Source: an optimization exercise on an open RTL-to-GDS flow (aim: small area, a short achievable clock period and few clock cycles). Production flows keep margins and buffers that such runs may drop.
RTL that was checked went through simulation tests only; none was proved equivalent to the original.
Power figures rest on the tool's default switching activity, not on a simulated workload.

lane 3:
// CPU
module CPU(
	input clk,
	input rst,
	output [31:0]imem_addr,
	input [31:0]imem_rdata,
	output [31:0]dmem_addr,
	output [31:0]dmem_wdata,
	output dmem_we,
	input [31:0]dmem_rdata
    );
	reg [9:0] pc;                  
	reg        id_valid;           
	reg        id_vn;              
	reg        rp;                 
	reg [9:0]  rpc;
	reg [1:0]  id_bix;             
	reg [1:0]  bht [0:3];          
	reg        up_v, up_t;         
	reg [1:0]  up_ix;
	reg [31:1] id_rsa, id_rsb;     
	reg        id_fwa, id_fwb;     
	reg        id_fla;             
	reg [15:0] id_imm;             
	reg        id_pos, id_neg;     
	reg        id_ci;              
	reg        id_sum;             
	reg        id_and, id_or, id_slt, id_sltw;
	reg        id_lw, id_sw;
	reg        id_rq, id_rn, id_rg, id_rl;    
	reg        id_wr;              
	reg [4:0]  id_dest;
	reg [9:0]  id_alt;             
	reg [31:0] mem_res;            
	reg [31:0] mem_ao;             
	reg [31:0] mem_sd;             
	reg        mem_we, mem_wb, mem_ld;
	reg [4:0]  mem_dest;
	reg [31:0] rf [1:31];
	wire bht_p = bht[pc[1:0]][1];
	wire [31:0] ins = imem_rdata;
	wire [5:0] op = ins[31:26];
	wire [5:0] fn = ins[5:0];
	wire [4:0] f_rs = ins[25:21];
	wire [4:0] f_rt = ins[20:16];
	wire [4:0] f_rd = ins[15:11];
	wire f_r0   = (op == 6'h00);
	wire f_add  = f_r0 & (fn == 6'h20);
	wire f_sub  = f_r0 & (fn == 6'h22);
	wire f_and  = f_r0 & (fn == 6'h24);
	wire f_or   = f_r0 & (fn == 6'h25);
	wire f_slt  = f_r0 & (fn == 6'h2a);
	wire f_rtype = f_add | f_sub | f_and | f_or | f_slt;
	wire f_addi = (op == 6'h08);
	wire f_lw   = (op == 6'h23);
	wire f_sw   = (op == 6'h2b);
	wire f_beq  = (op == 6'h04);
	wire f_bgtz = (op == 6'h07);
	wire f_j    = (op == 6'h02);
	wire f_imm  = f_addi | f_lw | f_sw;
	wire f_pt   = (f_beq | f_bgtz) & bht_p;    
	wire [4:0] f_dest = f_rtype ? f_rd : f_rt;
	wire f_wr = (f_rtype | f_addi | f_lw) & (f_dest != 5'd0);
	wire [9:0] pc1  = pc + 10'd1;
	wire [9:0] btgt;
	ks10 uadd(.a(pc), .b(ins[9:0]), .s(btgt));
	wire [9:0] alt  = f_pt ? pc1 : btgt;
	wire s_j = f_j & ~rp & ~rst;
	wire s_t = f_pt & ~rp & ~rst;
	wire s_s = ((~f_j & ~f_pt) | rp) & ~rst;
	wire [9:0] pcs = rp ? rpc : pc1;
	wire [9:0] predn;
	wire [9:0] altn = ~(id_alt & {10{~rst}});
	wire [9:0] pc_d;
	genvar gp;
  ...
export LEC_CHECK = 0
export CAP_MARGIN = 20
export CORE_MARGIN = 2
export CORE_UTILIZATION = 60
export CTS_BUF_LIST = sky130_fd_sc_hd__clkbuf_16
export CTS_CLUSTER_DIAMETER = 60
export CTS_CLUSTER_SIZE = 30
export SLEW_MARGIN = 20
export SYNTH_HIERARCHICAL = 1
create_clock -name core_clock -period 10.5 [get_ports {clk}]
standard.sh (not shown) runs the stock make flow with config.mk's settings and CLKGATE_MAP_FILE= SYNTH_SCRIPT=/design/flow/synth_recipe.tcl, a recipe that flattens the netlist after the stock synthesis.
==> flow/flow/run.sh <==
#!/bin/bash
# Layout flow: the standard synthesis, then the ORFS flow with
#  - combinational cells reset to drive strength 1 before floorplanning,
#  - timing repair aimed at a tighter setup target (SETUP_SLACK_MARGIN),
#  - port buffers of a plain buffer cell.
# Each tool's log goes to the ORFS logs folder; make's output to *.log here.
set -e
F=$(pwd)/flow
bash standard.sh synth > synth.log 2>&1
bash standard.sh PRE_FLOORPLAN_TCL=$F/downsize.tcl \
  SETUP_SLACK_MARGIN=7 TNS_END_PERCENT=100 \
  "BUFFER_PORTS_ARGS=-buffer_cell sky130_fd_sc_hd__buf_2" \
  finish > layout.log 2>&1
==> flow/flow/downsize.tcl <==
# Before floorplanning: put every combinational logic cell at its smallest
# drive strength; timing repair later sizes up the cells that need it.
set db [ord::get_db]
set n 0
foreach inst [[ord::get_db_block] getInsts] {
  set m [[$inst getMaster] getName]
  if {![regexp {^sky130_fd_sc_hd__([a-z0-9]+)_([0-9]+)$} $m -> base sz]} { continue }
  if {$sz <= 1} { continue }
  if {[regexp {^(df|edf|sdf|dl|buf|inv|clk|conb|tap|fill|decap|diode|bufbuf|bufinv|probe|lpflow|macro)} $base]} { continue }
  set new [$db findMaster sky130_fd_sc_hd__${base}_1]
  if {$new eq "NULL" || $new eq ""} { continue }
  $inst swapMaster $new
  incr n
}
puts "downsize: $n cells set to drive strength 1"
> inputs changed (lane 3 -> lane 5)
-- flow/design.v --
<<< lane 3, line 66
	input [31:0] lres,
	output [31:0] res,
	output [31:0] sum,
	output co
    );
	wire [31:0] bn, p;
	wire [32:0] cn;
	genvar i;
>>> lane 5, line 66
	input [31:0] lres,
	output [31:0] res,
	output co
    );
	wire [31:0] bn, p, sum;
	wire [32:0] cn;
	genvar i;
<<< lane 3, line 77
	ks_add add(.a(a), .bn(bn), .ci(ci), .p(p), .cn(cn));
	generate for (i = 0; i < 32; i = i + 1) begin : s
		c_xnor2 ux(.a(p[i]), .b(cn[i]), .y(sum[i]));
		c_a21o ur(.a1(sum[i]), .a2(sel_sum), .b1(lres[i]), .y(res[i]));
	end endgenerate
	assign co = ~cn[32];
>>> lane 5, line 76
	ks_add add(.a(a), .bn(bn), .ci(ci), .p(p), .cn(cn));
	generate for (i = 0; i < 32; i = i + 1) begin : s
		wire sbit;
		c_xnor2 ux(.a(p[i]), .b(cn[i]), .y(sbit));
		c_a21o ur(.a1(sbit), .a2(sel_sum), .b1(lres[i]), .y(res[i]));
	end endgenerate
	assign co = ~cn[32];
<<< lane 3, line 257
	reg [9:0]  id_alt;             
	reg [31:0] mem_res;            
	reg [31:0] mem_ao;             
	reg [31:0] mem_sd;             
	reg        mem_we, mem_wb, mem_ld;
>>> lane 5, line 257
	reg [9:0]  id_alt;             
	reg [31:0] mem_res;            
	reg [31:0] mem_sd;             
	reg        mem_we, mem_wb, mem_ld;
<<< lane 3, line 315
	                   ({32{id_or}}  & (ra | rt)) |
	                   {31'd0, (id_slt & ~co) | (id_sltw & co)};
	wire [31:0] res, sum;
	ex_alu alu(.a(ra), .rt(rt), .rtn(rtn), .imm({{16{id_imm[15]}}, id_imm}),
	           .pos(id_pos), .neg(id_neg), .ci(id_ci), .sel_sum(id_sum),
	           .lres(lres), .res(res), .sum(sum), .co(co));
	wire eq, ne, gtz, lez;
	eq32 ueq(.a(ra0), .b(rt), .eq(eq), .ne(ne));
>>> lane 5, line 314
	                   ({32{id_or}}  & (ra | rt)) |
	                   {31'd0, (id_slt & ~co) | (id_sltw & co)};
	wire [31:0] res;
	ex_alu alu(.a(ra), .rt(rt), .rtn(rtn), .imm({{16{id_imm[15]}}, id_imm}),
	           .pos(id_pos), .neg(id_neg), .ci(id_ci), .sel_sum(id_sum),
	           .lres(lres), .res(res), .co(co));
	wire eq, ne, gtz, lez;
	eq32 ueq(.a(ra0), .b(rt), .eq(eq), .ne(ne));
<<< lane 3, line 398
		mem_dest <= id_dest;
		mem_res <= res;
		mem_ao <= sum;
		mem_sd <= rt;
	end
	assign imem_addr  = {20'd0, pc, 2'b00};
	assign dmem_addr  = mem_ao;
	assign dmem_wdata = mem_sd;
	assign dmem_we    = mem_we;
>>> lane 5, line 397
		mem_dest <= id_dest;
		mem_res <= res;
		mem_sd <= rt;
	end
	assign imem_addr  = {20'd0, pc, 2'b00};
	assign dmem_addr  = mem_res;
	assign dmem_wdata = mem_sd;
	assign dmem_we    = mem_we;
Notes after the runs:
- The power dissipated by switching net loads in lane 5 was lower than what lane 3 gave.
- Data-path buffer share of cell area in the final layout: higher on lane 3
- Lane 5 vs lane 3 — number of inserted filler cells in the final layout dropped slightly
- Going from lane 3 to lane 5, the area of the core was found to have gone down by 1.2%.
- Lane 5 reports a lower post-cts gate resize count than lane 3 does.
- Die area in lane 5 vs lane 3: down 590 um^2
- Of lane 5 and lane 3, the run reporting the higher fraction of power consumed by combinational cells was lane 3.
- On part of the power in registers: between lane 5 and lane 3, it ends up higher for lane 5.
- Compared with lane 3, lane 5 improves clock power.
- Of lane 5 and lane 3, lane 3 shows the lower critical path depth, with lane 5 above it.
- Of lane 5 and lane 3, the higher clock net sink count belongs to lane 3.
- Lane 5: worst IR drop on VDD about 1.3% above lane 3
Testbench counts of lane 5, summed over its fixed seeds: cycles 30,486.
Only the layout flow was run in lane 3; the RTL was not checked for function there.

[static timing again, ports no longer ideal]
The flow's constraints put no driver on any port. The routed layouts listed below were extracted and timed again, unchanged, in two steps.
Step 1 sets driving cells, clkbuf_16 on the clock port and buf_2 on the other inputs (assumed; they add their load-dependent delay and slew).
Step 2 adds t to the input delays and takes it off the output delays; t is the mean of the earliest and latest rising clock arrival at the registers after step 1. Input paths then give back, and output paths get back, about the clock's delay inside the block.
Slacks: ideal ports / drivers / drivers and shift; pairs: ideal ports / drivers.
run | t, ns | slack for setup (ns) | worst setup path after step 2 | slew at the worst register clock pin (ns)
lane 3 | 0.773 | 6.892 / 6.892 / 6.193 | input to register | 0.10 / 0.10
lane 5 | 0.753 | 6.909 / 6.909 / 6.233 | input to register | 0.10 / 0.10
After both steps setup and hold are still met in every run listed. The setup slack of lane 3, which loses most, moves by 0.000 ns with the drivers and by -0.699 ns with both steps.
